What follows belongs to an exercise in optimizing a design on an open flow for small area and a short achievable clock period; a production flow would make more cautious choices.
No functional check of the RTL was part of any run shown here.
Power figures rest on the tool's default switching activity, not on a simulated workload.

==> flow/design.v, too long to show whole: its modules and the start of the top module <==
// module FP32Mul_fa: 4 lines
// module FP32Mul_ha: 4 lines
// module FP32Mul_bsel: 3 lines
// module FP32Mul_add48: 261 lines
// module FP32Mul_shr: 201 lines
// module FP32Multi: 1405 lines
module FP32Multi
(
    input         clk,
    input         input_valid,
    input [31:0]  x1,
    input [31:0]  x2,
    output [31:0] y,
    output reg    out_valid
);
  // ...
==> flow/flow/run.sh <==
#!/bin/bash
# Layout flow: the standard ORFS flow, with synthesis mapped by the ABC
# script in flow/abc.script (no ABC-side buffering/sizing; OpenROAD sizes
# the gates after placement) at a tighter ABC delay target.
set -euo pipefail
HERE=$(pwd)
ABC_D=${ABC_D:-$(cat flow/abc_d.txt 2>/dev/null || echo 3300)}
{
  cat <<'EOT'
proc abc {args} {
  set new {}
  set skip 0
  foreach a $args {
    if {$skip} { set skip 0; continue }
    if {$a eq "-script"} { lappend new -script $::env(MY_ABC_SCRIPT); set skip 1; continue }
    if {$a eq "-D"} { lappend new -D $::env(MY_ABC_D); set skip 1; continue }
    lappend new $a
  }
  puts "flow abc: $new"
  yosys abc {*}$new
}
EOT
  cat synth_recipe.tcl
} > my_synth.tcl
export MY_ABC_SCRIPT=$HERE/flow/abc.script
export MY_ABC_D=$ABC_D
sed "s#SYNTH_SCRIPT=[^ ]*#SYNTH_SCRIPT=$HERE/my_synth.tcl#" standard.sh > my_standard.sh
bash my_standard.sh > flow_make.log 2>&1
==> flow/flow/abc.script <==
&get -n
&st
&dch
&nf -R 1000
&put
topo
stime -c
==> flow/standard.sh <==
#!/bin/bash
# synth_recipe.tcl (not shown) runs the flow's synth.tcl, then flattens the netlist and writes it again
# the make line also repeats each setting of config.mk as NAME=value (left out here)
make -C /OpenROAD-flow-scripts/flow DESIGN_CONFIG=/design/flow/config.mk WORK_HOME=/design/flow/orfs CLKGATE_MAP_FILE= SYNTH_SCRIPT=/design/flow/synth_recipe.tcl "${@:-finish}"
==> flow/config.mk <==
export PLATFORM = sky130hd
export DESIGN_NAME = FP32Multi
export DESIGN_NICKNAME = FP32Multi
export VERILOG_FILES = /design/flow/design.v
export SDC_FILE = /design/flow/constraint.sdc
export NUM_CORES = 4
export LEC_CHECK = 0
export CAP_MARGIN = 20
export CORE_MARGIN = 2
export CORE_UTILIZATION = 60
export PLACE_DENSITY = 0.72
export SETUP_SLACK_MARGIN = 5
export SLEW_MARGIN = 20
export SYNTH_HIERARCHICAL = 1
export TNS_END_PERCENT = 0
==> flow/constraint.sdc <==
create_clock -name core_clock -period 8.5 [get_ports {clk}]
set_input_delay 1.7000 -clock core_clock [delete_from_list [all_inputs] [get_ports {clk}]]
set_output_delay 1.7000 -clock core_clock [all_outputs]
set_load 0.01 [all_outputs]
==> results list, run 1 <==
- CTS saw roughly 260 sinks.
* Total area of multi-input combinational cells: about 17000 um^2
- The most common cell in the synthesized netlist is sky130_fd_sc_hd__xnor2_1.
- Top routing layer used: met4
- Pleak: roughly 10 nW
- In this design, the critical path's most frequently occurring cell is sky130_fd_sc_hd__buf_4.
- Of all the cell area in the finished design, non-clock buffers hold 0.0678.
- After routing the design area is ~26000 um^2.
* Outcome: complete, no violations
* Power group with the highest consumption: combinational logic
- Flip-flop and latch share of the layout cell area: 0.201
- Die Width: 196 um
* Number of nets at the end of the flow: 2918
- Buffer cell driving the clock tree root: sky130_fd_sc_hd__clkbuf_16
* Power density over cell area: between 400 and 500 nW/um^2
- Core ar.: 36400 um^2
- Multi-input gates: roughly 1900
- Hold is met by between 0.3 and 0.4 ns.
* Count of cell instances traversed by the critical path: 14
- In this run the count of I/O pins placed on the die edge is 99.
- IR analysis of the VDD net gives a maximum drop of 0.000305 V.
- The library cells used most frequently in the layout, excluding fill and tap cells, are sky130_fd_sc_hd__xnor2_1, sky130_fd_sc_hd__a22oi_1, sky130_fd_sc_hd__fa_1.
- Total of flip-flops plus latches after synthesis: about 260
- The congestion estimate from routability-driven global placement came to roughly 0.97.
- Antenna viol nets, final: 0
- Slowest cell on the critical path: sky130_fd_sc_hd__or4_4
* Count of cells resized by post-cts repair: approximately 150
- Together, buffers and inverters on the worst path number 3.
- Setup repair after global routing could not meet its margin everywhere.
- H-tree depth: 1
==> run 2, diff against run 1 <==
--- a/flow/design.v
+++ b/flow/design.v
@@ -1218,545 +1218,545 @@
     wire p344 = m1_1[17] & top_1;
     wire p345 = m1_1[18] & top_1;
     wire p346 = m1_1[19] & top_1;
     wire p347 = m1_1[20] & top_1;
     wire p348 = m1_1[21] & top_1;
     wire p349 = m1_1[22] & top_1;
     wire p350 = m1_1[23] & top_1;
     wire s351, c352;
-    FP32Mul_ha u_s351 (.a(p17), .b(p44), .s(s351), .co(c352));
+    FP32Mul_ha u_s351 (.a(p244), .b(p17), .s(s351), .co(c352));
     wire s353, c354;
     FP32Mul_ha u_s353 (.a(p18), .b(p45), .s(s353), .co(c354));
     wire s355, c356;
-    FP32Mul_fa u_s355 (.a(p19), .b(p46), .c(p71), .s(s355), .co(c356));
+    FP32Mul_fa u_s355 (.a(p271), .b(p19), .c(p46), .s(s355), .co(c356));
     wire s357, c358;
-    FP32Mul_ha u_s357 (.a(p96), .b(p121), .s(s357), .co(c358));
+    FP32Mul_ha u_s357 (.a(p71), .b(p96), .s(s357), .co(c358));
     wire s359, c360;
     FP32Mul_fa u_s359 (.a(p20), .b(p47), .c(p72), .s(s359), .co(c360));
     wire s361, c362;
     FP32Mul_ha u_s361 (.a(p97), .b(p122), .s(s361), .co(c362));
     wire s363, c364;
-    FP32Mul_fa u_s363 (.a(p21), .b(p48), .c(p73), .s(s363), .co(c364));
+    FP32Mul_fa u_s363 (.a(p298), .b(p21), .c(p48), .s(s363), .co(c364));
     wire s365, c366;
-    FP32Mul_fa u_s365 (.a(p98), .b(p123), .c(p148), .s(s365), .co(c366));
+    FP32Mul_fa u_s365 (.a(p73), .b(p98), .c(p123), .s(s365), .co(c366));
     wire s367, c368;
-    FP32Mul_ha u_s367 (.a(p173), .b(p198), .s(s367), .co(c368));
+    FP32Mul_ha u_s367 (.a(p148), .b(p173), .s(s367), .co(c368));
     wire s369, c370;
     FP32Mul_fa u_s369 (.a(p22), .b(p49), .c(p74), .s(s369), .co(c370));
     wire s371, c372;
     FP32Mul_fa u_s371 (.a(p99), .b(p124), .c(p149), .s(s371), .co(c372));
     wire s373, c374;
     FP32Mul_ha u_s373 (.a(p174), .b(p199), .s(s373), .co(c374));
     wire s375, c376;
-    FP32Mul_fa u_s375 (.a(p23), .b(p50), .c(p75), .s(s375), .co(c376));
+    FP32Mul_fa u_s375 (.a(p325), .b(p23), .c(p50), .s(s375), .co(c376));
     wire s377, c378;
-    FP32Mul_fa u_s377 (.a(p100), .b(p125), .c(p150), .s(s377), .co(c378));
+    FP32Mul_fa u_s377 (.a(p75), .b(p100), .c(p125), .s(s377), .co(c378));
     wire s379, c380;
-    FP32Mul_fa u_s379 (.a(p175), .b(p200), .c(p225), .s(s379), .co(c380));
+    FP32Mul_fa u_s379 (.a(p150), .b(p175), .c(p200), .s(s379), .co(c380));
     wire s381, c382;
-    FP32Mul_ha u_s381 (.a(p250), .b(p275), .s(s381), .co(c382));
+    FP32Mul_ha u_s381 (.a(p225), .b(p250), .s(s381), .co(c382));
     wire s383, c384;
     FP32Mul_fa u_s383 (.a(p24), .b(p51), .c(p76), .s(s383), .co(c384));
     wire s385, c386;
     FP32Mul_fa u_s385 (.a(p101), .b(p126), .c(p151), .s(s385), .co(c386));
     wire s387, c388;
     FP32Mul_fa u_s387 (.a(p176), .b(p201), .c(p226), .s(s387), .co(c388));
     wire s389, c390;
     FP32Mul_ha u_s389 (.a(p251), .b(p276), .s(s389), .co(c390));
     wire s391, c392;
-    FP32Mul_fa u_s391 (.a(p25), .b(p52), .c(p77), .s(s391), .co(c392));
+    FP32Mul_fa u_s391 (.a(p327), .b(p25), .c(p52), .s(s391), .co(c392));
     wire s393, c394;
-    FP32Mul_fa u_s393 (.a(p102), .b(p127), .c(p152), .s(s393), .co(c394));
+    FP32Mul_fa u_s393 (.a(p77), .b(p102), .c(p127), .s(s393), .co(c394));
     wire s395, c396;
-    FP32Mul_fa u_s395 (.a(p177), .b(p202), .c(p227), .s(s395), .co(c396));
+    FP32Mul_fa u_s395 (.a(p152), .b(p177), .c(p202), .s(s395), .co(c396));
     wire s397, c398;
-    FP32Mul_fa u_s397 (.a(p252), .b(p277), .c(p302), .s(s397), .co(c398));
+    FP32Mul_fa u_s397 (.a(p227), .b(p252), .c(p277), .s(s397), .co(c398));
     wire s399, c400;
-    FP32Mul_fa u_s399 (.a(p27), .b(p53), .c(p78), .s(s399), .co(c400));
+    FP32Mul_fa u_s399 (.a(p27), .b(p328), .c(p53), .s(s399), .co(c400));
     wire s401, c402;
-    FP32Mul_fa u_s401 (.a(p103), .b(p128), .c(p153), .s(s401), .co(c402));
+    FP32Mul_fa u_s401 (.a(p78), .b(p103), .c(p128), .s(s401), .co(c402));
     wire s403, c404;
-    FP32Mul_fa u_s403 (.a(p178), .b(p203), .c(p228), .s(s403), .co(c404));
+    FP32Mul_fa u_s403 (.a(p153), .b(p178), .c(p203), .s(s403), .co(c404));
     wire s405, c406;
-    FP32Mul_fa u_s405 (.a(p253), .b(p278), .c(p303), .s(s405), .co(c406));
+    FP32Mul_fa u_s405 (.a(p228), .b(p253), .c(p278), .s(s405), .co(c406));
     wire s407, c408;
-    FP32Mul_fa u_s407 (.a(p28), .b(p54), .c(p79), .s(s407), .co(c408));
+    FP32Mul_fa u_s407 (.a(p28), .b(p329), .c(p54), .s(s407), .co(c408));
     wire s409, c410;
-    FP32Mul_fa u_s409 (.a(p104), .b(p129), .c(p154), .s(s409), .co(c410));
+    FP32Mul_fa u_s409 (.a(p79), .b(p104), .c(p129), .s(s409), .co(c410));
     wire s411, c412;
-    FP32Mul_fa u_s411 (.a(p179), .b(p204), .c(p229), .s(s411), .co(c412));
+    FP32Mul_fa u_s411 (.a(p154), .b(p179), .c(p204), .s(s411), .co(c412));
     wire s413, c414;
-    FP32Mul_fa u_s413 (.a(p254), .b(p279), .c(p304), .s(s413), .co(c414));
+    FP32Mul_fa u_s413 (.a(p229), .b(p254), .c(p279), .s(s413), .co(c414));
     wire s415, c416;
-    FP32Mul_fa u_s415 (.a(p29), .b(p56), .c(p80), .s(s415), .co(c416));
+    FP32Mul_fa u_s415 (.a(p29), .b(p56), .c(p330), .s(s415), .co(c416));
     wire s417, c418;
-    FP32Mul_fa u_s417 (.a(p105), .b(p130), .c(p155), .s(s417), .co(c418));
+    FP32Mul_fa u_s417 (.a(p80), .b(p105), .c(p130), .s(s417), .co(c418));
     wire s419, c420;
-    FP32Mul_fa u_s419 (.a(p180), .b(p205), .c(p230), .s(s419), .co(c420));
+    FP32Mul_fa u_s419 (.a(p155), .b(p180), .c(p205), .s(s419), .co(c420));
     wire s421, c422;
-    FP32Mul_fa u_s421 (.a(p255), .b(p280), .c(p305), .s(s421), .co(c422));
-    wire s423 = ~(p81 ^ p106);
-    wire c424 = p81 | p106;
+    FP32Mul_fa u_s421 (.a(p230), .b(p255), .c(p280), .s(s421), .co(c422));
+    wire s423 = ~(p331 ^ p81);
+    wire c424 = p331 | p81;
     wire s425, c426;
-    FP32Mul_fa u_s425 (.a(p131), .b(p156), .c(p181), .s(s425), .co(c426));
+    FP32Mul_fa u_s425 (.a(p106), .b(p131), .c(p156), .s(s425), .co(c426));
     wire s427, c428;
-    FP32Mul_fa u_s427 (.a(p206), .b(p231), .c(p256), .s(s427), .co(c428));
+    FP32Mul_fa u_s427 (.a(p181), .b(p206), .c(p231), .s(s427), .co(c428));
     wire s429, c430;
-    FP32Mul_ha u_s429 (.a(p281), .b(p306), .s(s429), .co(c430));
+    FP32Mul_ha u_s429 (.a(p256), .b(p281), .s(s429), .co(c430));
     wire s431, c432;
-    FP32Mul_fa u_s431 (.a(p83), .b(p107), .c(p132), .s(s431), .co(c432));
+    FP32Mul_fa u_s431 (.a(p83), .b(p332), .c(p107), .s(s431), .co(c432));
     wire s433, c434;
-    FP32Mul_fa u_s433 (.a(p157), .b(p182), .c(p207), .s(s433), .co(c434));
+    FP32Mul_fa u_s433 (.a(p132), .b(p157), .c(p182), .s(s433), .co(c434));
     wire s435, c436;
-    FP32Mul_fa u_s435 (.a(p232), .b(p257), .c(p282), .s(s435), .co(c436));
-    wire s437 = ~(p108 ^ p133);
-    wire c438 = p108 | p133;
+    FP32Mul_fa u_s435 (.a(p207), .b(p232), .c(p257), .s(s435), .co(c436));
+    wire s437 = ~(p333 ^ p108);
+    wire c438 = p333 | p108;
     wire s439, c440;
-    FP32Mul_fa u_s439 (.a(p158), .b(p183), .c(p208), .s(s439), .co(c440));
+    FP32Mul_fa u_s439 (.a(p133), .b(p158), .c(p183), .s(s439), .co(c440));
     wire s441, c442;
-    FP32Mul_ha u_s441 (.a(p233), .b(p258), .s(s441), .co(c442));
+    FP32Mul_ha u_s441 (.a(p208), .b(p233), .s(s441), .co(c442));
     wire s443, c444;
-    FP32Mul_fa u_s443 (.a(p110), .b(p134), .c(p159), .s(s443), .co(c444));
+    FP32Mul_fa u_s443 (.a(p110), .b(p334), .c(p134), .s(s443), .co(c444));
     wire s445, c446;
-    FP32Mul_fa u_s445 (.a(p184), .b(p209), .c(p234), .s(s445), .co(c446));
-    wire s447 = ~(p135 ^ p160);
-    wire c448 = p135 | p160;
+    FP32Mul_fa u_s445 (.a(p159), .b(p184), .c(p209), .s(s445), .co(c446));
+    wire s447 = ~(p335 ^ p135);
+    wire c448 = p335 | p135;
     wire s449, c450;
-    FP32Mul_ha u_s449 (.a(p185), .b(p210), .s(s449), .co(c450));
+    FP32Mul_ha u_s449 (.a(p160), .b(p185), .s(s449), .co(c450));
     wire s451, c452;
-    FP32Mul_fa u_s451 (.a(p137), .b(p161), .c(p186), .s(s451), .co(c452));
-    wire s453 = ~p162;
-    wire c454 = p162;
+    FP32Mul_fa u_s451 (.a(p137), .b(p336), .c(p161), .s(s451), .co(c452));
+    wire s453 = ~p337;
+    wire c454 = p337;
     wire s455, c456;
-    FP32Mul_ha u_s455 (.a(p11), .b(p38), .s(s455), .co(c456));
+    FP32Mul_ha u_s455 (.a(p163), .b(p11), .s(s455), .co(c456));
     wire s457, c458;
     FP32Mul_ha u_s457 (.a(p12), .b(p39), .s(s457), .co(c458));
     wire s459, c460;
-    FP32Mul_fa u_s459 (.a(p13), .b(p40), .c(p65), .s(s459), .co(c460));
+    FP32Mul_fa u_s459 (.a(p190), .b(p13), .c(p40), .s(s459), .co(c460));
     wire s461, c462;
-    FP32Mul_ha u_s461 (.a(p90), .b(p115), .s(s461), .co(c462));
+    FP32Mul_ha u_s461 (.a(p65), .b(p90), .s(s461), .co(c462));
     wire s463, c464;
     FP32Mul_fa u_s463 (.a(p14), .b(p41), .c(p66), .s(s463), .co(c464));
     wire s465, c466;
     FP32Mul_ha u_s465 (.a(p91), .b(p116), .s(s465), .co(c466));
     wire s467, c468;
-    FP32Mul_fa u_s467 (.a(p15), .b(p42), .c(p67), .s(s467), .co(c468));
+    FP32Mul_fa u_s467 (.a(p217), .b(p15), .c(p42), .s(s467), .co(c468));
     wire s469, c470;
-    FP32Mul_fa u_s469 (.a(p92), .b(p117), .c(p142), .s(s469), .co(c470));
+    FP32Mul_fa u_s469 (.a(p67), .b(p92), .c(p117), .s(s469), .co(c470));
     wire s471, c472;
-    FP32Mul_ha u_s471 (.a(p167), .b(p192), .s(s471), .co(c472));
+    FP32Mul_ha u_s471 (.a(p142), .b(p167), .s(s471), .co(c472));
     wire s473, c474;
     FP32Mul_fa u_s473 (.a(p16), .b(p43), .c(p68), .s(s473), .co(c474));
     wire s475, c476;
     FP32Mul_fa u_s475 (.a(p93), .b(p118), .c(p143), .s(s475), .co(c476));
     wire s477, c478;
     FP32Mul_ha u_s477 (.a(p168), .b(p193), .s(s477), .co(c478));
     wire s479, c480;
-    FP32Mul_fa u_s479 (.a(p69), .b(p94), .c(p119), .s(s479), .co(c480));
+    FP32Mul_fa u_s479 (.a(p44), .b(p69), .c(p94), .s(s479), .co(c480));
     wire s481, c482;
-    FP32Mul_fa u_s481 (.a(p144), .b(p169), .c(p194), .s(s481), .co(c482));
+    FP32Mul_fa u_s481 (.a(p119), .b(p144), .c(p169), .s(s481), .co(c482));
     wire s483, c484;
-    FP32Mul_fa u_s483 (.a(p219), .b(p244), .c(s351), .s(s483), .co(c484));
+    FP32Mul_fa u_s483 (.a(p194), .b(p219), .c(s351), .s(s483), .co(c484));
     wire s485, c486;
     FP32Mul_fa u_s485 (.a(p70), .b(p95), .c(p120), .s(s485), .co(c486));
     wire s487, c488;
     FP32Mul_fa u_s487 (.a(p145), .b(p170), .c(p195), .s(s487), .co(c488));
     wire s489, c490;
     FP32Mul_fa u_s489 (.a(p220), .b(c352), .c(s353), .s(s489), .co(c490));
     wire s491, c492;
-    FP32Mul_fa u_s491 (.a(p146), .b(p171), .c(p196), .s(s491), .co(c492));
+    FP32Mul_fa u_s491 (.a(p121), .b(p146), .c(p171), .s(s491), .co(c492));
     wire s493, c494;
-    FP32Mul_fa u_s493 (.a(p221), .b(p246), .c(p271), .s(s493), .co(c494));
+    FP32Mul_fa u_s493 (.a(p196), .b(p221), .c(p246), .s(s493), .co(c494));
     wire s495, c496;
-    FP32Mul_fa u_s495 (.a(c354), .b(s355), .c(s357), .s(s495), .co(c496));
+    FP32Mul_fa u_s495 (.a(c354), .b(s357), .c(s355), .s(s495), .co(c496));
     wire s497, c498;
     FP32Mul_fa u_s497 (.a(p147), .b(p172), .c(p197), .s(s497), .co(c498));
     wire s499, c500;
-    FP32Mul_fa u_s499 (.a(p222), .b(p247), .c(c356), .s(s499), .co(c500));
+    FP32Mul_fa u_s499 (.a(p222), .b(p247), .c(c358), .s(s499), .co(c500));
     wire s501, c502;
-    FP32Mul_fa u_s501 (.a(c358), .b(s359), .c(s361), .s(s501), .co(c502));
+    FP32Mul_fa u_s501 (.a(s361), .b(c356), .c(s359), .s(s501), .co(c502));
     wire s503, c504;
-    FP32Mul_fa u_s503 (.a(p223), .b(p248), .c(p273), .s(s503), .co(c504));
+    FP32Mul_fa u_s503 (.a(p198), .b(p223), .c(p248), .s(s503), .co(c504));
     wire s505, c506;
-    FP32Mul_fa u_s505 (.a(p298), .b(c360), .c(c362), .s(s505), .co(c506));
+    FP32Mul_fa u_s505 (.a(p273), .b(c362), .c(s367), .s(s505), .co(c506));
     wire s507, c508;
-    FP32Mul_fa u_s507 (.a(s363), .b(s365), .c(s367), .s(s507), .co(c508));
+    FP32Mul_fa u_s507 (.a(c360), .b(s363), .c(s365), .s(s507), .co(c508));
     wire s509, c510;
     FP32Mul_fa u_s509 (.a(p224), .b(p249), .c(p274), .s(s509), .co(c510));
     wire s511, c512;
-    FP32Mul_fa u_s511 (.a(c364), .b(c366), .c(c368), .s(s511), .co(c512));
+    FP32Mul_fa u_s511 (.a(c368), .b(s373), .c(c364), .s(s511), .co(c512));
     wire s513, c514;
-    FP32Mul_fa u_s513 (.a(s369), .b(s371), .c(s373), .s(s513), .co(c514));
+    FP32Mul_fa u_s513 (.a(c366), .b(s369), .c(s371), .s(s513), .co(c514));
     wire s515, c516;
-    FP32Mul_fa u_s515 (.a(p300), .b(p325), .c(c370), .s(s515), .co(c516));
+    FP32Mul_fa u_s515 (.a(p275), .b(p300), .c(c374), .s(s515), .co(c516));
     wire s517, c518;
-    FP32Mul_fa u_s517 (.a(c372), .b(c374), .c(s375), .s(s517), .co(c518));
+    FP32Mul_fa u_s517 (.a(s381), .b(c370), .c(c372), .s(s517), .co(c518));
     wire s519, c520;
-    FP32Mul_fa u_s519 (.a(s377), .b(s379), .c(s381), .s(s519), .co(c520));
+    FP32Mul_fa u_s519 (.a(s375), .b(s377), .c(s379), .s(s519), .co(c520));
     wire s521, c522;
-    FP32Mul_fa u_s521 (.a(p301), .b(c376), .c(c378), .s(s521), .co(c522));
+    FP32Mul_fa u_s521 (.a(p301), .b(c382), .c(s389), .s(s521), .co(c522));
     wire s523, c524;
-    FP32Mul_fa u_s523 (.a(c380), .b(c382), .c(s383), .s(s523), .co(c524));
+    FP32Mul_fa u_s523 (.a(c376), .b(c378), .c(c380), .s(s523), .co(c524));
     wire s525, c526;
-    FP32Mul_fa u_s525 (.a(s385), .b(s387), .c(s389), .s(s525), .co(c526));
+    FP32Mul_fa u_s525 (.a(s383), .b(s385), .c(s387), .s(s525), .co(c526));
     wire s527, c528;
-    FP32Mul_fa u_s527 (.a(p327), .b(c384), .c(c386), .s(s527), .co(c528));
+    FP32Mul_fa u_s527 (.a(p302), .b(c390), .c(c384), .s(s527), .co(c528));
     wire s529, c530;
-    FP32Mul_fa u_s529 (.a(c388), .b(c390), .c(s391), .s(s529), .co(c530));
+    FP32Mul_fa u_s529 (.a(c386), .b(c388), .c(s391), .s(s529), .co(c530));
     wire s531, c532;
     FP32Mul_fa u_s531 (.a(s393), .b(s395), .c(s397), .s(s531), .co(c532));
     wire s533, c534;
-    FP32Mul_fa u_s533 (.a(p328), .b(c392), .c(c394), .s(s533), .co(c534));
+    FP32Mul_fa u_s533 (.a(p303), .b(c392), .c(c394), .s(s533), .co(c534));
     wire s535, c536;
     FP32Mul_fa u_s535 (.a(c396), .b(c398), .c(s399), .s(s535), .co(c536));
     wire s537, c538;
     FP32Mul_fa u_s537 (.a(s401), .b(s403), .c(s405), .s(s537), .co(c538));
     wire s539, c540;
-    FP32Mul_fa u_s539 (.a(p329), .b(c400), .c(c402), .s(s539), .co(c540));
+    FP32Mul_fa u_s539 (.a(p304), .b(c400), .c(c402), .s(s539), .co(c540));
     wire s541, c542;
     FP32Mul_fa u_s541 (.a(c404), .b(c406), .c(s407), .s(s541), .co(c542));
     wire s543, c544;
     FP32Mul_fa u_s543 (.a(s409), .b(s411), .c(s413), .s(s543), .co(c544));
     wire s545, c546;
-    FP32Mul_fa u_s545 (.a(p330), .b(c408), .c(c410), .s(s545), .co(c546));
+    FP32Mul_fa u_s545 (.a(p305), .b(s415), .c(c408), .s(s545), .co(c546));
     wire s547, c548;
-    FP32Mul_fa u_s547 (.a(c412), .b(c414), .c(s415), .s(s547), .co(c548));
+    FP32Mul_fa u_s547 (.a(c410), .b(c412), .c(c414), .s(s547), .co(c548));
     wire s549, c550;
     FP32Mul_fa u_s549 (.a(s417), .b(s419), .c(s421), .s(s549), .co(c550));
     wire s551, c552;
-    FP32Mul_fa u_s551 (.a(p331), .b(c416), .c(c418), .s(s551), .co(c552));
+    FP32Mul_fa u_s551 (.a(p306), .b(c416), .c(s423), .s(s551), .co(c552));
     wire s553, c554;
-    FP32Mul_fa u_s553 (.a(c420), .b(c422), .c(s423), .s(s553), .co(c554));
+    FP32Mul_fa u_s553 (.a(s429), .b(c418), .c(c420), .s(s553), .co(c554));
     wire s555, c556;
-    FP32Mul_fa u_s555 (.a(s425), .b(s427), .c(s429), .s(s555), .co(c556));
+    FP32Mul_fa u_s555 (.a(c422), .b(s425), .c(s427), .s(s555), .co(c556));
     wire s557, c558;
-    FP32Mul_fa u_s557 (.a(p307), .b(p332), .c(c424), .s(s557), .co(c558));
+    FP32Mul_fa u_s557 (.a(p282), .b(p307), .c(c424), .s(s557), .co(c558));
     wire s559, c560;
-    FP32Mul_fa u_s559 (.a(c426), .b(c428), .c(c430), .s(s559), .co(c560));
+    FP32Mul_fa u_s559 (.a(c430), .b(c426), .c(c428), .s(s559), .co(c560));
     wire s561, c562;
     FP32Mul_fa u_s561 (.a(s431), .b(s433), .c(s435), .s(s561), .co(c562));
     wire s563, c564;
-    FP32Mul_fa u_s563 (.a(p283), .b(p308), .c(p333), .s(s563), .co(c564));
+    FP32Mul_fa u_s563 (.a(p258), .b(p283), .c(p308), .s(s563), .co(c564));
     wire s565, c566;
-    FP32Mul_fa u_s565 (.a(c432), .b(c434), .c(c436), .s(s565), .co(c566));
+    FP32Mul_fa u_s565 (.a(s437), .b(s441), .c(c432), .s(s565), .co(c566));
     wire s567, c568;
-    FP32Mul_fa u_s567 (.a(s437), .b(s439), .c(s441), .s(s567), .co(c568));
+    FP32Mul_fa u_s567 (.a(c434), .b(c436), .c(s439), .s(s567), .co(c568));
     wire s569, c570;
-    FP32Mul_fa u_s569 (.a(p259), .b(p284), .c(p309), .s(s569), .co(c570));
+    FP32Mul_fa u_s569 (.a(p234), .b(p259), .c(p284), .s(s569), .co(c570));
     wire s571, c572;
-    FP32Mul_fa u_s571 (.a(p334), .b(c438), .c(c440), .s(s571), .co(c572));
+    FP32Mul_fa u_s571 (.a(p309), .b(c438), .c(c442), .s(s571), .co(c572));
     wire s573, c574;
-    FP32Mul_fa u_s573 (.a(c442), .b(s443), .c(s445), .s(s573), .co(c574));
+    FP32Mul_fa u_s573 (.a(c440), .b(s443), .c(s445), .s(s573), .co(c574));
     wire s575, c576;
-    FP32Mul_fa u_s575 (.a(p235), .b(p260), .c(p285), .s(s575), .co(c576));
+    FP32Mul_fa u_s575 (.a(p210), .b(p235), .c(p260), .s(s575), .co(c576));
     wire s577, c578;
-    FP32Mul_fa u_s577 (.a(p310), .b(p335), .c(c444), .s(s577), .co(c578));
+    FP32Mul_fa u_s577 (.a(p285), .b(p310), .c(s447), .s(s577), .co(c578));
     wire s579, c580;
-    FP32Mul_fa u_s579 (.a(c446), .b(s447), .c(s449), .s(s579), .co(c580));
+    FP32Mul_fa u_s579 (.a(s449), .b(c444), .c(c446), .s(s579), .co(c580));
     wire s581, c582;
-    FP32Mul_fa u_s581 (.a(p211), .b(p236), .c(p261), .s(s581), .co(c582));
+    FP32Mul_fa u_s581 (.a(p186), .b(p211), .c(p236), .s(s581), .co(c582));
     wire s583, c584;
-    FP32Mul_fa u_s583 (.a(p286), .b(p311), .c(p336), .s(s583), .co(c584));
+    FP32Mul_fa u_s583 (.a(p261), .b(p286), .c(p311), .s(s583), .co(c584));
     wire s585, c586;
     FP32Mul_fa u_s585 (.a(c448), .b(c450), .c(s451), .s(s585), .co(c586));
     wire s587, c588;
-    FP32Mul_fa u_s587 (.a(p187), .b(p212), .c(p237), .s(s587), .co(c588));
+    FP32Mul_fa u_s587 (.a(p162), .b(p187), .c(p212), .s(s587), .co(c588));
     wire s589, c590;
-    FP32Mul_fa u_s589 (.a(p262), .b(p287), .c(p312), .s(s589), .co(c590));
+    FP32Mul_fa u_s589 (.a(p237), .b(p262), .c(p287), .s(s589), .co(c590));
     wire s591, c592;
-    FP32Mul_fa u_s591 (.a(p337), .b(c452), .c(s453), .s(s591), .co(c592));
+    FP32Mul_fa u_s591 (.a(p312), .b(s453), .c(c452), .s(s591), .co(c592));
     wire s593, c594;
-    FP32Mul_fa u_s593 (.a(p164), .b(p188), .c(p213), .s(s593), .co(c594));
+    FP32Mul_fa u_s593 (.a(p164), .b(p338), .c(p188), .s(s593), .co(c594));
     wire s595, c596;
-    FP32Mul_fa u_s595 (.a(p238), .b(p263), .c(p288), .s(s595), .co(c596));
+    FP32Mul_fa u_s595 (.a(p213), .b(p238), .c(p263), .s(s595), .co(c596));
     wire s597, c598;
-    FP32Mul_fa u_s597 (.a(p313), .b(p338), .c(c454), .s(s597), .co(c598));
-    wire s599 = ~(p189 ^ p214);
-    wire c600 = p189 | p214;
+    FP32Mul_fa u_s597 (.a(p288), .b(p313), .c(c454), .s(s597), .co(c598));
+    wire s599 = ~(p339 ^ p189);
+    wire c600 = p339 | p189;
     wire s601, c602;
-    FP32Mul_fa u_s601 (.a(p239), .b(p264), .c(p289), .s(s601), .co(c602));
+    FP32Mul_fa u_s601 (.a(p214), .b(p239), .c(p264), .s(s601), .co(c602));
     wire s603, c604;
-    FP32Mul_ha u_s603 (.a(p314), .b(p339), .s(s603), .co(c604));
+    FP32Mul_ha u_s603 (.a(p289), .b(p314), .s(s603), .co(c604));
     wire s605, c606;
-    FP32Mul_fa u_s605 (.a(p191), .b(p215), .c(p240), .s(s605), .co(c606));
+    FP32Mul_fa u_s605 (.a(p191), .b(p340), .c(p215), .s(s605), .co(c606));
     wire s607, c608;
-    FP32Mul_fa u_s607 (.a(p265), .b(p290), .c(p315), .s(s607), .co(c608));
-    wire s609 = ~(p216 ^ p241);
-    wire c610 = p216 | p241;
+    FP32Mul_fa u_s607 (.a(p240), .b(p265), .c(p290), .s(s607), .co(c608));
+    wire s609 = ~(p341 ^ p216);
+    wire c610 = p341 | p216;
     wire s611, c612;
-    FP32Mul_ha u_s611 (.a(p266), .b(p291), .s(s611), .co(c612));
+    FP32Mul_ha u_s611 (.a(p241), .b(p266), .s(s611), .co(c612));
     wire s613, c614;
-    FP32Mul_fa u_s613 (.a(p218), .b(p242), .c(p267), .s(s613), .co(c614));
-    wire s615 = ~p243;
-    wire c616 = p243;
+    FP32Mul_fa u_s613 (.a(p218), .b(p342), .c(p242), .s(s613), .co(c614));
+    wire s615 = ~p343;
+    wire c616 = p343;
     wire s617, c618;
-    FP32Mul_ha u_s617 (.a(p7), .b(p34), .s(s617), .co(c618));
+    FP32Mul_ha u_s617 (.a(p109), .b(p7), .s(s617), .co(c618));
     wire s619, c620;
     FP32Mul_ha u_s619 (.a(p8), .b(p35), .s(s619), .co(c620));
     wire s621, c622;
-    FP32Mul_fa u_s621 (.a(p9), .b(p36), .c(p61), .s(s621), .co(c622));
+    FP32Mul_fa u_s621 (.a(p136), .b(p9), .c(p36), .s(s621), .co(c622));
     wire s623, c624;
-    FP32Mul_ha u_s623 (.a(p86), .b(p111), .s(s623), .co(c624));
+    FP32Mul_ha u_s623 (.a(p61), .b(p86), .s(s623), .co(c624));
     wire s625, c626;
     FP32Mul_fa u_s625 (.a(p10), .b(p37), .c(p62), .s(s625), .co(c626));
     wire s627, c628;
     FP32Mul_ha u_s627 (.a(p87), .b(p112), .s(s627), .co(c628));
     wire s629, c630;
-    FP32Mul_fa u_s629 (.a(p63), .b(p88), .c(p113), .s(s629), .co(c630));
+    FP32Mul_fa u_s629 (.a(p38), .b(p63), .c(p88), .s(s629), .co(c630));
     wire s631, c632;
-    FP32Mul_fa u_s631 (.a(p138), .b(p163), .c(s455), .s(s631), .co(c632));
+    FP32Mul_fa u_s631 (.a(p113), .b(p138), .c(s455), .s(s631), .co(c632));
     wire s633, c634;
     FP32Mul_fa u_s633 (.a(p64), .b(p89), .c(p114), .s(s633), .co(c634));
     wire s635, c636;
     FP32Mul_fa u_s635 (.a(p139), .b(c456), .c(s457), .s(s635), .co(c636));
     wire s637, c638;
-    FP32Mul_fa u_s637 (.a(p140), .b(p165), .c(p190), .s(s637), .co(c638));
+    FP32Mul_fa u_s637 (.a(p115), .b(p140), .c(p165), .s(s637), .co(c638));
     wire s639, c640;
-    FP32Mul_fa u_s639 (.a(c458), .b(s459), .c(s461), .s(s639), .co(c640));
+    FP32Mul_fa u_s639 (.a(c458), .b(s461), .c(s459), .s(s639), .co(c640));
     wire s641, c642;
-    FP32Mul_fa u_s641 (.a(p141), .b(p166), .c(c460), .s(s641), .co(c642));
+    FP32Mul_fa u_s641 (.a(p141), .b(p166), .c(c462), .s(s641), .co(c642));
     wire s643, c644;
-    FP32Mul_fa u_s643 (.a(c462), .b(s463), .c(s465), .s(s643), .co(c644));
+    FP32Mul_fa u_s643 (.a(s465), .b(c460), .c(s463), .s(s643), .co(c644));
     wire s645, c646;
-    FP32Mul_fa u_s645 (.a(p217), .b(c464), .c(c466), .s(s645), .co(c646));
+    FP32Mul_fa u_s645 (.a(p192), .b(c466), .c(s471), .s(s645), .co(c646));
     wire s647, c648;
-    FP32Mul_fa u_s647 (.a(s467), .b(s469), .c(s471), .s(s647), .co(c648));
+    FP32Mul_fa u_s647 (.a(c464), .b(s467), .c(s469), .s(s647), .co(c648));
     wire s649, c650;
-    FP32Mul_fa u_s649 (.a(c468), .b(c470), .c(c472), .s(s649), .co(c650));
+    FP32Mul_fa u_s649 (.a(c472), .b(s477), .c(c468), .s(s649), .co(c650));
     wire s651, c652;
-    FP32Mul_fa u_s651 (.a(s473), .b(s475), .c(s477), .s(s651), .co(c652));
+    FP32Mul_fa u_s651 (.a(c470), .b(s473), .c(s475), .s(s651), .co(c652));
     wire s653, c654;
-    FP32Mul_fa u_s653 (.a(c474), .b(c476), .c(c478), .s(s653), .co(c654));
+    FP32Mul_fa u_s653 (.a(c478), .b(c474), .c(c476), .s(s653), .co(c654));
     wire s655, c656;
     FP32Mul_fa u_s655 (.a(s479), .b(s481), .c(s483), .s(s655), .co(c656));
     wire s657, c658;
     FP32Mul_fa u_s657 (.a(c480), .b(c482), .c(s485), .s(s657), .co(c658));
     wire s659, c660;
     FP32Mul_fa u_s659 (.a(s487), .b(c484), .c(s489), .s(s659), .co(c660));
     wire s661, c662;
     FP32Mul_fa u_s661 (.a(c486), .b(c488), .c(s491), .s(s661), .co(c662));
     wire s663, c664;
     FP32Mul_fa u_s663 (.a(s493), .b(c490), .c(s495), .s(s663), .co(c664));
     wire s665, c666;
     FP32Mul_fa u_s665 (.a(c492), .b(c494), .c(s497), .s(s665), .co(c666));
     wire s667, c668;
-    FP32Mul_fa u_s667 (.a(c496), .b(s499), .c(s501), .s(s667), .co(c668));
+    FP32Mul_fa u_s667 (.a(s499), .b(c496), .c(s501), .s(s667), .co(c668));
     wire s669, c670;
     FP32Mul_fa u_s669 (.a(c498), .b(s503), .c(c500), .s(s669), .co(c670));
     wire s671, c672;
-    FP32Mul_fa u_s671 (.a(c502), .b(s505), .c(s507), .s(s671), .co(c672));
+    FP32Mul_fa u_s671 (.a(s505), .b(c502), .c(s507), .s(s671), .co(c672));
     wire s673, c674;
     FP32Mul_fa u_s673 (.a(c504), .b(s509), .c(c506), .s(s673), .co(c674));
     wire s675, c676;
-    FP32Mul_fa u_s675 (.a(c508), .b(s511), .c(s513), .s(s675), .co(c676));
+    FP32Mul_fa u_s675 (.a(s511), .b(c508), .c(s513), .s(s675), .co(c676));
     wire s677, c678;
-    FP32Mul_fa u_s677 (.a(c510), .b(c512), .c(c514), .s(s677), .co(c678));
+    FP32Mul_fa u_s677 (.a(c510), .b(s515), .c(c512), .s(s677), .co(c678));
     wire s679, c680;
-    FP32Mul_fa u_s679 (.a(s515), .b(s517), .c(s519), .s(s679), .co(c680));
+    FP32Mul_fa u_s679 (.a(c514), .b(s517), .c(s519), .s(s679), .co(c680));
     wire s681, c682;
-    FP32Mul_fa u_s681 (.a(c516), .b(c518), .c(c520), .s(s681), .co(c682));
+    FP32Mul_fa u_s681 (.a(c516), .b(c518), .c(s521), .s(s681), .co(c682));
     wire s683, c684;
-    FP32Mul_fa u_s683 (.a(s521), .b(s523), .c(s525), .s(s683), .co(c684));
+    FP32Mul_fa u_s683 (.a(c520), .b(s523), .c(s525), .s(s683), .co(c684));
     wire s685, c686;
-    FP32Mul_fa u_s685 (.a(c522), .b(c524), .c(c526), .s(s685), .co(c686));
+    FP32Mul_fa u_s685 (.a(c522), .b(c524), .c(s527), .s(s685), .co(c686));
     wire s687, c688;
-    FP32Mul_fa u_s687 (.a(s527), .b(s529), .c(s531), .s(s687), .co(c688));
+    FP32Mul_fa u_s687 (.a(c526), .b(s529), .c(s531), .s(s687), .co(c688));
     wire s689, c690;
-    FP32Mul_fa u_s689 (.a(c528), .b(c530), .c(c532), .s(s689), .co(c690));
+    FP32Mul_fa u_s689 (.a(c528), .b(c530), .c(s533), .s(s689), .co(c690));
     wire s691, c692;
-    FP32Mul_fa u_s691 (.a(s533), .b(s535), .c(s537), .s(s691), .co(c692));
+    FP32Mul_fa u_s691 (.a(c532), .b(s535), .c(s537), .s(s691), .co(c692));
     wire s693, c694;
-    FP32Mul_fa u_s693 (.a(c534), .b(c536), .c(c538), .s(s693), .co(c694));
+    FP32Mul_fa u_s693 (.a(c534), .b(c536), .c(s539), .s(s693), .co(c694));
     wire s695, c696;
-    FP32Mul_fa u_s695 (.a(s539), .b(s541), .c(s543), .s(s695), .co(c696));
+    FP32Mul_fa u_s695 (.a(c538), .b(s541), .c(s543), .s(s695), .co(c696));
     wire s697, c698;
-    FP32Mul_fa u_s697 (.a(c540), .b(c542), .c(c544), .s(s697), .co(c698));
+    FP32Mul_fa u_s697 (.a(c540), .b(c542), .c(s545), .s(s697), .co(c698));
     wire s699, c700;
-    FP32Mul_fa u_s699 (.a(s545), .b(s547), .c(s549), .s(s699), .co(c700));
+    FP32Mul_fa u_s699 (.a(c544), .b(s547), .c(s549), .s(s699), .co(c700));
     wire s701, c702;
-    FP32Mul_fa u_s701 (.a(c546), .b(c548), .c(c550), .s(s701), .co(c702));
+    FP32Mul_fa u_s701 (.a(c546), .b(s551), .c(c548), .s(s701), .co(c702));
     wire s703, c704;
-    FP32Mul_fa u_s703 (.a(s551), .b(s553), .c(s555), .s(s703), .co(c704));
+    FP32Mul_fa u_s703 (.a(s553), .b(c550), .c(s555), .s(s703), .co(c704));
     wire s705, c706;
-    FP32Mul_fa u_s705 (.a(c552), .b(c554), .c(c556), .s(s705), .co(c706));
+    FP32Mul_fa u_s705 (.a(c552), .b(s557), .c(c554), .s(s705), .co(c706));
     wire s707, c708;
-    FP32Mul_fa u_s707 (.a(s557), .b(s559), .c(s561), .s(s707), .co(c708));
+    FP32Mul_fa u_s707 (.a(c556), .b(s559), .c(s561), .s(s707), .co(c708));
     wire s709, c710;
     FP32Mul_fa u_s709 (.a(s563), .b(c558), .c(c560), .s(s709), .co(c710));
     wire s711, c712;
-    FP32Mul_fa u_s711 (.a(c562), .b(s565), .c(s567), .s(s711), .co(c712));
+    FP32Mul_fa u_s711 (.a(s565), .b(c562), .c(s567), .s(s711), .co(c712));
     wire s713, c714;
     FP32Mul_fa u_s713 (.a(c564), .b(s569), .c(c566), .s(s713), .co(c714));
     wire s715, c716;
-    FP32Mul_fa u_s715 (.a(c568), .b(s571), .c(s573), .s(s715), .co(c716));
+    FP32Mul_fa u_s715 (.a(s571), .b(c568), .c(s573), .s(s715), .co(c716));
     wire s717, c718;
     FP32Mul_fa u_s717 (.a(c570), .b(s575), .c(c572), .s(s717), .co(c718));
     wire s719, c720;
-    FP32Mul_fa u_s719 (.a(c574), .b(s577), .c(s579), .s(s719), .co(c720));
+    FP32Mul_fa u_s719 (.a(s577), .b(c574), .c(s579), .s(s719), .co(c720));
     wire s721, c722;
     FP32Mul_fa u_s721 (.a(c576), .b(s581), .c(s583), .s(s721), .co(c722));
     wire s723, c724;
     FP32Mul_fa u_s723 (.a(c578), .b(c580), .c(s585), .s(s723), .co(c724));
     wire s725, c726;
     FP32Mul_fa u_s725 (.a(c582), .b(c584), .c(s587), .s(s725), .co(c726));
     wire s727, c728;
     FP32Mul_fa u_s727 (.a(s589), .b(c586), .c(s591), .s(s727), .co(c728));
     wire s729, c730;
     FP32Mul_fa u_s729 (.a(c588), .b(c590), .c(s593), .s(s729), .co(c730));
     wire s731, c732;
-    FP32Mul_fa u_s731 (.a(s595), .b(c592), .c(s597), .s(s731), .co(c732));
+    FP32Mul_fa u_s731 (.a(s595), .b(s597), .c(c592), .s(s731), .co(c732));
     wire s733, c734;
-    FP32Mul_fa u_s733 (.a(c594), .b(c596), .c(s599), .s(s733), .co(c734));
+    FP32Mul_fa u_s733 (.a(s599), .b(s603), .c(c594), .s(s733), .co(c734));
     wire s735, c736;
-    FP32Mul_fa u_s735 (.a(s601), .b(s603), .c(c598), .s(s735), .co(c736));
+    FP32Mul_fa u_s735 (.a(c596), .b(c598), .c(s601), .s(s735), .co(c736));
     wire s737, c738;
-    FP32Mul_fa u_s737 (.a(p340), .b(c600), .c(c602), .s(s737), .co(c738));
+    FP32Mul_fa u_s737 (.a(p315), .b(c600), .c(c604), .s(s737), .co(c738));
     wire s739, c740;
-    FP32Mul_fa u_s739 (.a(c604), .b(s605), .c(s607), .s(s739), .co(c740));
+    FP32Mul_fa u_s739 (.a(c602), .b(s605), .c(s607), .s(s739), .co(c740));
     wire s741, c742;
-    FP32Mul_fa u_s741 (.a(p316), .b(p341), .c(c606), .s(s741), .co(c742));
+    FP32Mul_fa u_s741 (.a(p291), .b(p316), .c(s609), .s(s741), .co(c742));
     wire s743, c744;
-    FP32Mul_fa u_s743 (.a(c608), .b(s609), .c(s611), .s(s743), .co(c744));
+    FP32Mul_fa u_s743 (.a(s611), .b(c606), .c(c608), .s(s743), .co(c744));
     wire s745, c746;
-    FP32Mul_fa u_s745 (.a(p292), .b(p317), .c(p342), .s(s745), .co(c746));
+    FP32Mul_fa u_s745 (.a(p267), .b(p292), .c(p317), .s(s745), .co(c746));
     wire s747, c748;
     FP32Mul_fa u_s747 (.a(c610), .b(c612), .c(s613), .s(s747), .co(c748));
     wire s749, c750;
-    FP32Mul_fa u_s749 (.a(p268), .b(p293), .c(p318), .s(s749), .co(c750));
+    FP32Mul_fa u_s749 (.a(p243), .b(p268), .c(p293), .s(s749), .co(c750));
     wire s751, c752;
-    FP32Mul_fa u_s751 (.a(p343), .b(c614), .c(s615), .s(s751), .co(c752));
+    FP32Mul_fa u_s751 (.a(p318), .b(s615), .c(c614), .s(s751), .co(c752));
     wire s753, c754;
-    FP32Mul_fa u_s753 (.a(p245), .b(p269), .c(p294), .s(s753), .co(c754));
+    FP32Mul_fa u_s753 (.a(p245), .b(p344), .c(p269), .s(s753), .co(c754));
     wire s755, c756;
-    FP32Mul_fa u_s755 (.a(p319), .b(p344), .c(c616), .s(s755), .co(c756));
-    wire s757 = ~(p270 ^ p295);
-    wire c758 = p270 | p295;
+    FP32Mul_fa u_s755 (.a(p294), .b(p319), .c(c616), .s(s755), .co(c756));
+    wire s757 = ~(p345 ^ p270);
+    wire c758 = p345 | p270;
     wire s759, c760;
-    FP32Mul_ha u_s759 (.a(p320), .b(p345), .s(s759), .co(c760));
+    FP32Mul_ha u_s759 (.a(p295), .b(p320), .s(s759), .co(c760));
     wire s761, c762;
-    FP32Mul_fa u_s761 (.a(p272), .b(p296), .c(p321), .s(s761), .co(c762));
-    wire s763 = ~p297;
-    wire c764 = p297;
+    FP32Mul_fa u_s761 (.a(p272), .b(p346), .c(p296), .s(s761), .co(c762));
+    wire s763 = ~p347;
+    wire c764 = p347;
     wire s765, c766;
-    FP32Mul_ha u_s765 (.a(p5), .b(p32), .s(s765), .co(c766));
+    FP32Mul_ha u_s765 (.a(p82), .b(p5), .s(s765), .co(c766));
     wire s767, c768;
     FP32Mul_ha u_s767 (.a(p6), .b(p33), .s(s767), .co(c768));
     wire s769, c770;
-    FP32Mul_fa u_s769 (.a(p59), .b(p84), .c(p109), .s(s769), .co(c770));
+    FP32Mul_fa u_s769 (.a(p34), .b(p59), .c(p84), .s(s769), .co(c770));
     wire s771, c772;
     FP32Mul_fa u_s771 (.a(p60), .b(p85), .c(c618), .s(s771), .co(c772));
     wire s773, c774;
-    FP32Mul_fa u_s773 (.a(p136), .b(c620), .c(s621), .s(s773), .co(c774));
+    FP32Mul_fa u_s773 (.a(p111), .b(c620), .c(s623), .s(s773), .co(c774));
     wire s775, c776;
-    FP32Mul_fa u_s775 (.a(c622), .b(c624), .c(s625), .s(s775), .co(c776));
+    FP32Mul_fa u_s775 (.a(c624), .b(s627), .c(c622), .s(s775), .co(c776));
     wire s777, c778;
-    FP32Mul_fa u_s777 (.a(c626), .b(c628), .c(s629), .s(s777), .co(c778));
+    FP32Mul_fa u_s777 (.a(c628), .b(c626), .c(s629), .s(s777), .co(c778));
     wire s779, c780;
     FP32Mul_fa u_s779 (.a(c630), .b(s633), .c(c632), .s(s779), .co(c780));
     wire s781, c782;
     FP32Mul_fa u_s781 (.a(c634), .b(s637), .c(c636), .s(s781), .co(c782));
     wire s783, c784;
-    FP32Mul_fa u_s783 (.a(c638), .b(c640), .c(s641), .s(s783), .co(c784));
+    FP32Mul_fa u_s783 (.a(c638), .b(s641), .c(c640), .s(s783), .co(c784));
     wire s785, c786;
-    FP32Mul_fa u_s785 (.a(c642), .b(c644), .c(s645), .s(s785), .co(c786));
+    FP32Mul_fa u_s785 (.a(c642), .b(s645), .c(c644), .s(s785), .co(c786));
     wire s787, c788;
-    FP32Mul_fa u_s787 (.a(c646), .b(c648), .c(s649), .s(s787), .co(c788));
+    FP32Mul_fa u_s787 (.a(c646), .b(s649), .c(c648), .s(s787), .co(c788));
     wire s789, c790;
     FP32Mul_fa u_s789 (.a(c650), .b(c652), .c(s653), .s(s789), .co(c790));
     wire s791, c792;
     FP32Mul_fa u_s791 (.a(c654), .b(s657), .c(c656), .s(s791), .co(c792));
     wire s793, c794;
     FP32Mul_fa u_s793 (.a(c658), .b(s661), .c(c660), .s(s793), .co(c794));
     wire s795, c796;
     FP32Mul_fa u_s795 (.a(c662), .b(s665), .c(c664), .s(s795), .co(c796));
     wire s797, c798;
-    FP32Mul_fa u_s797 (.a(c666), .b(c668), .c(s669), .s(s797), .co(c798));
+    FP32Mul_fa u_s797 (.a(c666), .b(s669), .c(c668), .s(s797), .co(c798));
     wire s799, c800;
-    FP32Mul_fa u_s799 (.a(c670), .b(c672), .c(s673), .s(s799), .co(c800));
+    FP32Mul_fa u_s799 (.a(c670), .b(s673), .c(c672), .s(s799), .co(c800));
     wire s801, c802;
-    FP32Mul_fa u_s801 (.a(c674), .b(c676), .c(s677), .s(s801), .co(c802));
+    FP32Mul_fa u_s801 (.a(c674), .b(s677), .c(c676), .s(s801), .co(c802));
     wire s803, c804;
-    FP32Mul_fa u_s803 (.a(c678), .b(c680), .c(s681), .s(s803), .co(c804));
+    FP32Mul_fa u_s803 (.a(c678), .b(s681), .c(c680), .s(s803), .co(c804));
     wire s805, c806;
-    FP32Mul_fa u_s805 (.a(c682), .b(c684), .c(s685), .s(s805), .co(c806));
+    FP32Mul_fa u_s805 (.a(c682), .b(s685), .c(c684), .s(s805), .co(c806));
     wire s807, c808;
-    FP32Mul_fa u_s807 (.a(c686), .b(c688), .c(s689), .s(s807), .co(c808));
+    FP32Mul_fa u_s807 (.a(c686), .b(s689), .c(c688), .s(s807), .co(c808));
     wire s809, c810;
-    FP32Mul_fa u_s809 (.a(c690), .b(c692), .c(s693), .s(s809), .co(c810));
+    FP32Mul_fa u_s809 (.a(c690), .b(s693), .c(c692), .s(s809), .co(c810));
     wire s811, c812;
-    FP32Mul_fa u_s811 (.a(c694), .b(c696), .c(s697), .s(s811), .co(c812));
+    FP32Mul_fa u_s811 (.a(c694), .b(s697), .c(c696), .s(s811), .co(c812));
     wire s813, c814;
-    FP32Mul_fa u_s813 (.a(c698), .b(c700), .c(s701), .s(s813), .co(c814));
+    FP32Mul_fa u_s813 (.a(c698), .b(s701), .c(c700), .s(s813), .co(c814));
     wire s815, c816;
-    FP32Mul_fa u_s815 (.a(c702), .b(c704), .c(s705), .s(s815), .co(c816));
+    FP32Mul_fa u_s815 (.a(c702), .b(s705), .c(c704), .s(s815), .co(c816));
     wire s817, c818;
-    FP32Mul_fa u_s817 (.a(c706), .b(c708), .c(s709), .s(s817), .co(c818));
+    FP32Mul_fa u_s817 (.a(c706), .b(s709), .c(c708), .s(s817), .co(c818));
     wire s819, c820;
-    FP32Mul_fa u_s819 (.a(c710), .b(c712), .c(s713), .s(s819), .co(c820));
+    FP32Mul_fa u_s819 (.a(c710), .b(s713), .c(c712), .s(s819), .co(c820));
     wire s821, c822;
-    FP32Mul_fa u_s821 (.a(c714), .b(c716), .c(s717), .s(s821), .co(c822));
+    FP32Mul_fa u_s821 (.a(c714), .b(s717), .c(c716), .s(s821), .co(c822));
     wire s823, c824;
-    FP32Mul_fa u_s823 (.a(s721), .b(c718), .c(c720), .s(s823), .co(c824));
+    FP32Mul_fa u_s823 (.a(c718), .b(s721), .c(c720), .s(s823), .co(c824));
     wire s825, c826;
     FP32Mul_fa u_s825 (.a(c722), .b(s725), .c(c724), .s(s825), .co(c826));
     wire s827, c828;
-    FP32Mul_fa u_s827 (.a(c726), .b(s729), .c(c728), .s(s827), .co(c828));
+    FP32Mul_fa u_s827 (.a(c726), .b(s729), .c(s731), .s(s827), .co(c828));
     wire s829, c830;
-    FP32Mul_fa u_s829 (.a(c730), .b(s733), .c(c732), .s(s829), .co(c830));
+    FP32Mul_fa u_s829 (.a(c730), .b(s733), .c(s735), .s(s829), .co(c830));
     wire s831, c832;
-    FP32Mul_fa u_s831 (.a(c734), .b(s737), .c(s739), .s(s831), .co(c832));
+    FP32Mul_fa u_s831 (.a(c734), .b(s737), .c(c736), .s(s831), .co(c832));
     wire s833, c834;
-    FP32Mul_fa u_s833 (.a(c738), .b(c740), .c(s741), .s(s833), .co(c834));
+    FP32Mul_fa u_s833 (.a(c738), .b(s741), .c(c740), .s(s833), .co(c834));
     wire s835, c836;
     FP32Mul_fa u_s835 (.a(s745), .b(c742), .c(c744), .s(s835), .co(c836));
     wire s837, c838;
     FP32Mul_fa u_s837 (.a(c746), .b(s749), .c(c748), .s(s837), .co(c838));
     wire s839, c840;
-    FP32Mul_fa u_s839 (.a(c750), .b(s753), .c(c752), .s(s839), .co(c840));
+    FP32Mul_fa u_s839 (.a(c750), .b(s753), .c(s755), .s(s839), .co(c840));
     wire s841, c842;
-    FP32Mul_fa u_s841 (.a(c754), .b(s757), .c(s759), .s(s841), .co(c842));
+    FP32Mul_fa u_s841 (.a(s757), .b(s759), .c(c754), .s(s841), .co(c842));
     wire s843, c844;
-    FP32Mul_fa u_s843 (.a(p346), .b(c758), .c(c760), .s(s843), .co(c844));
+    FP32Mul_fa u_s843 (.a(p321), .b(c758), .c(c760), .s(s843), .co(c844));
     wire s845, c846;
-    FP32Mul_fa u_s845 (.a(p322), .b(p347), .c(c762), .s(s845), .co(c846));
+    FP32Mul_fa u_s845 (.a(p297), .b(p322), .c(s763), .s(s845), .co(c846));
     wire s847, c848;
-    FP32Mul_fa u_s847 (.a(p299), .b(p323), .c(p348), .s(s847), .co(c848));
-    wire s849 = ~p324;
-    wire c850 = p324;
+    FP32Mul_fa u_s847 (.a(p299), .b(p348), .c(p323), .s(s847), .co(c848));
+    wire s849 = ~p349;
+    wire c850 = p349;
     wire s851, c852;
-    FP32Mul_ha u_s851 (.a(p3), .b(p30), .s(s851), .co(c852));
+    FP32Mul_ha u_s851 (.a(p55), .b(p3), .s(s851), .co(c852));
     wire s853, c854;
     FP32Mul_ha u_s853 (.a(p4), .b(p31), .s(s853), .co(c854));
     wire s855, c856;
-    FP32Mul_fa u_s855 (.a(p57), .b(p82), .c(s765), .s(s855), .co(c856));
+    FP32Mul_fa u_s855 (.a(p32), .b(p57), .c(s765), .s(s855), .co(c856));
     wire s857, c858;
     FP32Mul_fa u_s857 (.a(p58), .b(c766), .c(s767), .s(s857), .co(c858));
     wire s859, c860;
-    FP32Mul_fa u_s859 (.a(s617), .b(c768), .c(s769), .s(s859), .co(c860));
+    FP32Mul_fa u_s859 (.a(c768), .b(s617), .c(s769), .s(s859), .co(c860));
     wire s861, c862;
     FP32Mul_fa u_s861 (.a(s619), .b(c770), .c(s771), .s(s861), .co(c862));
     wire s863, c864;
-    FP32Mul_fa u_s863 (.a(s623), .b(c772), .c(s773), .s(s863), .co(c864));
+    FP32Mul_fa u_s863 (.a(s621), .b(c772), .c(s773), .s(s863), .co(c864));
     wire s865, c866;
-    FP32Mul_fa u_s865 (.a(s627), .b(c774), .c(s775), .s(s865), .co(c866));
+    FP32Mul_fa u_s865 (.a(s625), .b(c774), .c(s775), .s(s865), .co(c866));
     wire s867, c868;
-    FP32Mul_fa u_s867 (.a(s631), .b(c776), .c(s777), .s(s867), .co(c868));
+    FP32Mul_fa u_s867 (.a(c776), .b(s631), .c(s777), .s(s867), .co(c868));
     wire s869, c870;
     FP32Mul_fa u_s869 (.a(s635), .b(c778), .c(s779), .s(s869), .co(c870));
     wire s871, c872;
     FP32Mul_fa u_s871 (.a(s639), .b(c780), .c(s781), .s(s871), .co(c872));
     wire s873, c874;
     FP32Mul_fa u_s873 (.a(s643), .b(c782), .c(s783), .s(s873), .co(c874));
     wire s875, c876;
     FP32Mul_fa u_s875 (.a(s647), .b(c784), .c(s785), .s(s875), .co(c876));
     wire s877, c878;
     FP32Mul_fa u_s877 (.a(s651), .b(c786), .c(s787), .s(s877), .co(c878));
     wire s879, c880;
-    FP32Mul_fa u_s879 (.a(s655), .b(c788), .c(s789), .s(s879), .co(c880));
+    FP32Mul_fa u_s879 (.a(c788), .b(s655), .c(s789), .s(s879), .co(c880));
     wire s881, c882;
     FP32Mul_fa u_s881 (.a(s659), .b(c790), .c(s791), .s(s881), .co(c882));
     wire s883, c884;
     FP32Mul_fa u_s883 (.a(s663), .b(c792), .c(s793), .s(s883), .co(c884));
     wire s885, c886;
     FP32Mul_fa u_s885 (.a(s667), .b(c794), .c(s795), .s(s885), .co(c886));
     wire s887, c888;
     FP32Mul_fa u_s887 (.a(s671), .b(c796), .c(s797), .s(s887), .co(c888));
@@ -1784,43 +1784,43 @@
     FP32Mul_fa u_s909 (.a(s715), .b(c818), .c(s819), .s(s909), .co(c910));
     wire s911, c912;
     FP32Mul_fa u_s911 (.a(s719), .b(c820), .c(s821), .s(s911), .co(c912));
     wire s913, c914;
     FP32Mul_fa u_s913 (.a(s723), .b(c822), .c(s823), .s(s913), .co(c914));
     wire s915, c916;
     FP32Mul_fa u_s915 (.a(s727), .b(c824), .c(s825), .s(s915), .co(c916));
     wire s917, c918;
-    FP32Mul_fa u_s917 (.a(s731), .b(c826), .c(s827), .s(s917), .co(c918));
+    FP32Mul_fa u_s917 (.a(c728), .b(c826), .c(s827), .s(s917), .co(c918));
     wire s919, c920;
-    FP32Mul_fa u_s919 (.a(s735), .b(c828), .c(s829), .s(s919), .co(c920));
+    FP32Mul_fa u_s919 (.a(c732), .b(s829), .c(c828), .s(s919), .co(c920));
     wire s921, c922;
-    FP32Mul_fa u_s921 (.a(c736), .b(s831), .c(c830), .s(s921), .co(c922));
+    FP32Mul_fa u_s921 (.a(s739), .b(c830), .c(s831), .s(s921), .co(c922));
     wire s923, c924;
     FP32Mul_fa u_s923 (.a(s743), .b(c832), .c(s833), .s(s923), .co(c924));
     wire s925, c926;
     FP32Mul_fa u_s925 (.a(s747), .b(c834), .c(s835), .s(s925), .co(c926));
     wire s927, c928;
     FP32Mul_fa u_s927 (.a(s751), .b(c836), .c(s837), .s(s927), .co(c928));
     wire s929, c930;
-    FP32Mul_fa u_s929 (.a(s755), .b(c838), .c(s839), .s(s929), .co(c930));
+    FP32Mul_fa u_s929 (.a(c752), .b(s839), .c(c838), .s(s929), .co(c930));
     wire s931, c932;
     FP32Mul_fa u_s931 (.a(c756), .b(s841), .c(c840), .s(s931), .co(c932));
     wire s933, c934;
     FP32Mul_fa u_s933 (.a(s761), .b(c842), .c(s843), .s(s933), .co(c934));
     wire s935, c936;
-    FP32Mul_fa u_s935 (.a(s763), .b(c844), .c(s845), .s(s935), .co(c936));
+    FP32Mul_fa u_s935 (.a(c762), .b(s845), .c(c844), .s(s935), .co(c936));
     wire s937, c938;
-    FP32Mul_fa u_s937 (.a(c764), .b(s847), .c(c846), .s(s937), .co(c938));
+    FP32Mul_fa u_s937 (.a(c764), .b(c846), .c(s847), .s(s937), .co(c938));
     wire s939, c940;
-    FP32Mul_fa u_s939 (.a(p349), .b(c848), .c(s849), .s(s939), .co(c940));
+    FP32Mul_fa u_s939 (.a(p324), .b(s849), .c(c848), .s(s939), .co(c940));
     wire s941, c942;
     FP32Mul_fa u_s941 (.a(p326), .b(p350), .c(c850), .s(s941), .co(c942));
-    wire [47:0] sa_1 = {c940, c938, c936, c934, c932, c930, c928, c926, c924, c922, c920, c918, c916, c914, c912, c910, c908, c906, c904, c902, c900, c898, c896, c894, c892, c890, c888, c886, c884, c882, c880, c878, c876, c874, c872, c870, c868, c866, c864, c862, c860, c858, c856, c854, c852, p55, p2, p1};
-    wire [47:0] sb_1 = {s941, s939, s937, s935, s933, s931, s929, s927, s925, s923, s921, s919, s917, s915, s913, s911, s909, s907, s905, s903, s901, s899, s897, s895, s893, s891, s889, s887, s885, s883, s881, s879, s877, s875, s873, s871, s869, s867, s865, s863, s861, s859, s857, s855, s853, s851, 1'b0, p26};
+    wire [47:0] sa_1 = {c940, c938, c936, c934, c932, c930, c928, c926, c924, c922, c920, c918, c916, c914, c912, c910, c908, c906, c904, c902, c900, c898, c896, c894, c892, c890, c888, c886, c884, c882, c880, c878, c876, c874, c872, c870, c868, c866, c864, c862, c860, c858, c856, c854, c852, p30, p2, p26};
+    wire [47:0] sb_1 = {s941, s939, s937, s935, s933, s931, s929, s927, s925, s923, s921, s919, s917, s915, s913, s911, s909, s907, s905, s903, s901, s899, s897, s895, s893, s891, s889, s887, s885, s883, s881, s879, s877, s875, s873, s871, s869, s867, s865, s863, s861, s859, s857, s855, s853, s851, 1'b0, p1};
 wire [9:0]  d      = {1'b0, es_1} + 10'd64 - {5'b0, lz_1};
 wire        sub_sel = (d <= 10'd191);
 wire [9:0]  shs    = 10'd150 - {1'b0, es_1};
 wire [5:0]  sh     = sub_sel ? ((|shs[9:6]) ? 6'd63 : shs[5:0]) : (6'd23 - {1'b0, lz_1});
 wire        ovf0   = ~sub_sel & (d >= 10'd445);
 wire        ovf1   = ~sub_sel & (d >= 10'd446);
 wire [7:0]  dm     = d[7:0] - 8'd190;
 wire [7:0]  ex     = sub_sel ? {7'd0, d == 10'd191} : dm;
==> flow/flow/abc.script (replaced) <==
&get -n
&st
&dch
&nf
&st
&syn2
&if -g -K 6
&synch2
&nf
&st
&syn2
&if -g -K 6
&synch2
&nf
&st
&syn2
&if -g -K 6
&synch2
&nf
&put
topo
stime -c
==> flow/config.mk (replaced) <==
export PLATFORM = sky130hd
export DESIGN_NAME = FP32Multi
export DESIGN_NICKNAME = FP32Multi
export VERILOG_FILES = /design/flow/design.v
export SDC_FILE = /design/flow/constraint.sdc
export NUM_CORES = 4
export LEC_CHECK = 0
export CAP_MARGIN = 20
export CORE_MARGIN = 2
export CORE_UTILIZATION = 40
export SETUP_SLACK_MARGIN = 5
export SLEW_MARGIN = 20
export SYNTH_HIERARCHICAL = 1
export TNS_END_PERCENT = 0
==> run 2 against run 1 <==
Sequential share of layout area is 0.66 points lower. Clock power is 18% higher. Routed wire length is 6.4% higher. Sequential cell count stayed put. Largest power group unchanged. Clock-buffer cell count is 6 higher.
==> results list, run 2 <==
- Commonest cells after routing, fill and taps aside: sky130_fd_sc_hd__xnor2_1, sky130_fd_sc_hd__a22oi_1, sky130_fd_sc_hd__fa_1 (unchanged)
- The worst voltage drop across the vdd grid is 0.000233 V (was 0.000305 V).
* Antenna viol nets, final: 0 (unchanged)
- The maximum fanout encountered on the critical timing path is 4 (was 7).
- Library cell with the highest instance count after synthesis: sky130_fd_sc_hd__xnor2_1 (unchanged)
- Power density over cell area: 451 nW/um^2 (was 443 nW/um^2)
* Setup repair after global routing missed its margin: yes (unchanged)
- The worst hold margin is 0.325 ns (was 0.326 ns).
* Capturing element type of the critical path: flop (unchanged)
* CTS tree: done (unchanged)
- Layout cells sized above 1: 0.0844 (was 0.105)
- Clock sinks: 262 (unchanged)
- Area share of the largest cell type after synthesis: 0.232 (was 0.241)
* Total area of multi-input combinational cells: 17700 um^2 (was 17100 um^2)
- The footprint of the flip-flops and latches was 5260 um^2 (about the same).
* # IOs: 99 (unchanged)
- Final Hold Vio Count: 0 (unchanged)
- The summed instance area of the synthesized netlist is 22900 um^2 (was 22100 um^2).
- Outcome: complete, no violations (unchanged).
- The number of non-filler instances in the completed layout is 3198 (was 2957).
- Final critical-path required period: 4.08 ns (was 4.13 ns)
* HPWL reported at the end of detailed placement: 49.6 mm (was 47.3 mm)
* Number of warnings printed during yosys synthesis: 7 (unchanged)
- The width of the chip came to 243 um (was 196 um).
- The core box area came to 56500 um^2 (was 36400 um^2).
* H-tree depth: 2 (was 1)
* Number of nets at the end of the flow: 2870 (was 2918)
- Pleak: 10.2 nW (was 10.0 nW)
- Buffer cell driving the clock tree root: sky130_fd_sc_hd__clkbuf_16 (unchanged)
* Total of flip-flops plus latches after synthesis: 262 (unchanged)
- The final non-filler cell area was 27000 um^2 (was 26100 um^2).
* Final weighted congestion of routability-driven global placement: 0.914 (was 0.974)
* Max-slew violations: 0 (unchanged)
- The total placed instance area came to 25500 um^2 (was 24300 um^2).
-- run 2: kinds of logic (layout without fill, tap and decap cells) --
family | after synthesis | count (layout) | share of synthesized area
other | 1 | 25 | 0.000164
buffers and inverters | 99 | 328 | 0.0162
muxes | 92 | 92 | 0.0545
adders and majority gates | 386 | 386 | 0.298
xor gates and xnor gates | 355 | 355 | 0.136
DFF | 262 | 262 | 0.229
AOI/OAI and AO/OA | 602 | 602 | 0.186
and+or+nand+nor | 392 | 392 | 0.0811
-- run 2: worst paths after layout --
path	startpoint	end	slack, ns	cells after the start
setup / recovery	sa_2[0]$_DFF_P_	w_3[3]$_DFF_P_	4.42	17
hold / removal	ex_2[7]$_SDFF_PP0_	ex_3[7]$_DFF_P_	0.32	0
setup reg to reg	sa_2[0]$_DFF_P_	w_3[3]$_DFF_P_	4.42	17
hold reg to reg	ex_2[7]$_SDFF_PP0_	ex_3[7]$_DFF_P_	0.32	0
-- run 2: Yosys stat by module, one instance, submodules excluded --
module	cells inside	flip-flops and latches
FP32Mul_add48	254	0
FP32Mul_bsel	2	0
FP32Mul_fa	1	0
FP32Mul_ha	1	0
FP32Mul_shr	276	0
FP32Multi	773	262
-- run 2: critical path, cell delays in order (launching register included) --
cell and delay, ns:
sky130_fd_sc_hd__dfxtp_1 0.31, sky130_fd_sc_hd__ha_2 0.17, sky130_fd_sc_hd__clkinv_2 0.05, sky130_fd_sc_hd__fa_2 0.33, sky130_fd_sc_hd__nand2b_4 0.16, sky130_fd_sc_hd__a21oi_4 0.14
sky130_fd_sc_hd__a21bo_1 0.17, sky130_fd_sc_hd__a41o_1 0.28, sky130_fd_sc_hd__a41oi_4 0.21, sky130_fd_sc_hd__o31ai_4 0.28, sky130_fd_sc_hd__buf_4 0.16, sky130_fd_sc_hd__o21a_1 0.12
sky130_fd_sc_hd__nor2_1 0.07, sky130_fd_sc_hd__xnor2_2 0.27, sky130_fd_sc_hd__nand2b_1 0.11, sky130_fd_sc_hd__mux4_2 0.50, sky130_fd_sc_hd__mux4_2 0.51, sky130_fd_sc_hd__mux2i_1 0.14
-- run 2: what timing repair did --
action / in CTS / in global routing
gates resized for setup: 32 / 7
pin swaps: 18 / 1
setup endpoints to repair: 83 / 81
buffers inserted: 10 / 0
-- run 2: per-layer routing --
layer | vias to the layer above | GRT usage | wire length (um)
met4 | 2 | 0.0884 | 2630
li1 | 8438 | - | -
met3 | 202 | 0.0610 | 7130
met2 | 1008 | 0.408 | 33900
met1 | 9372 | 0.319 | 30400
met5 | - | 0.00327 | 13
-- run 2: where the power goes --
group / switching, mW / total [mW] / leakage, nW / internal, mW
Clock: 0.579 / 1.52 / 0.589 / 0.944
Sequential: 0.206 / 2.00 / 2.20 / 1.80
Combinational: 4.87 / 8.65 / 7.45 / 3.78
Total: 5.65 / 12.2 / 10.2 / 6.52
-- run 2: cell type report --
cell class / instances / share of cell area
sequential: 262 / 0.195
timing repair buffer: 169 / 0.0561
inverter: 99 / 0.0138
clock inverter: 19 / 0.0103
tap: 756 / 0.0350
multi-input combinational: 1852 / 0.656
clock buffer: 41 / 0.0344

Setup slack of run 2, layout unchanged: 4.422 ns with ideal ports, 4.422 ns with driving cells assumed (clock clkbuf_16, inputs buf_2), 3.959 ns with port delays also shifted by the 0.607 ns mid clock arrival.
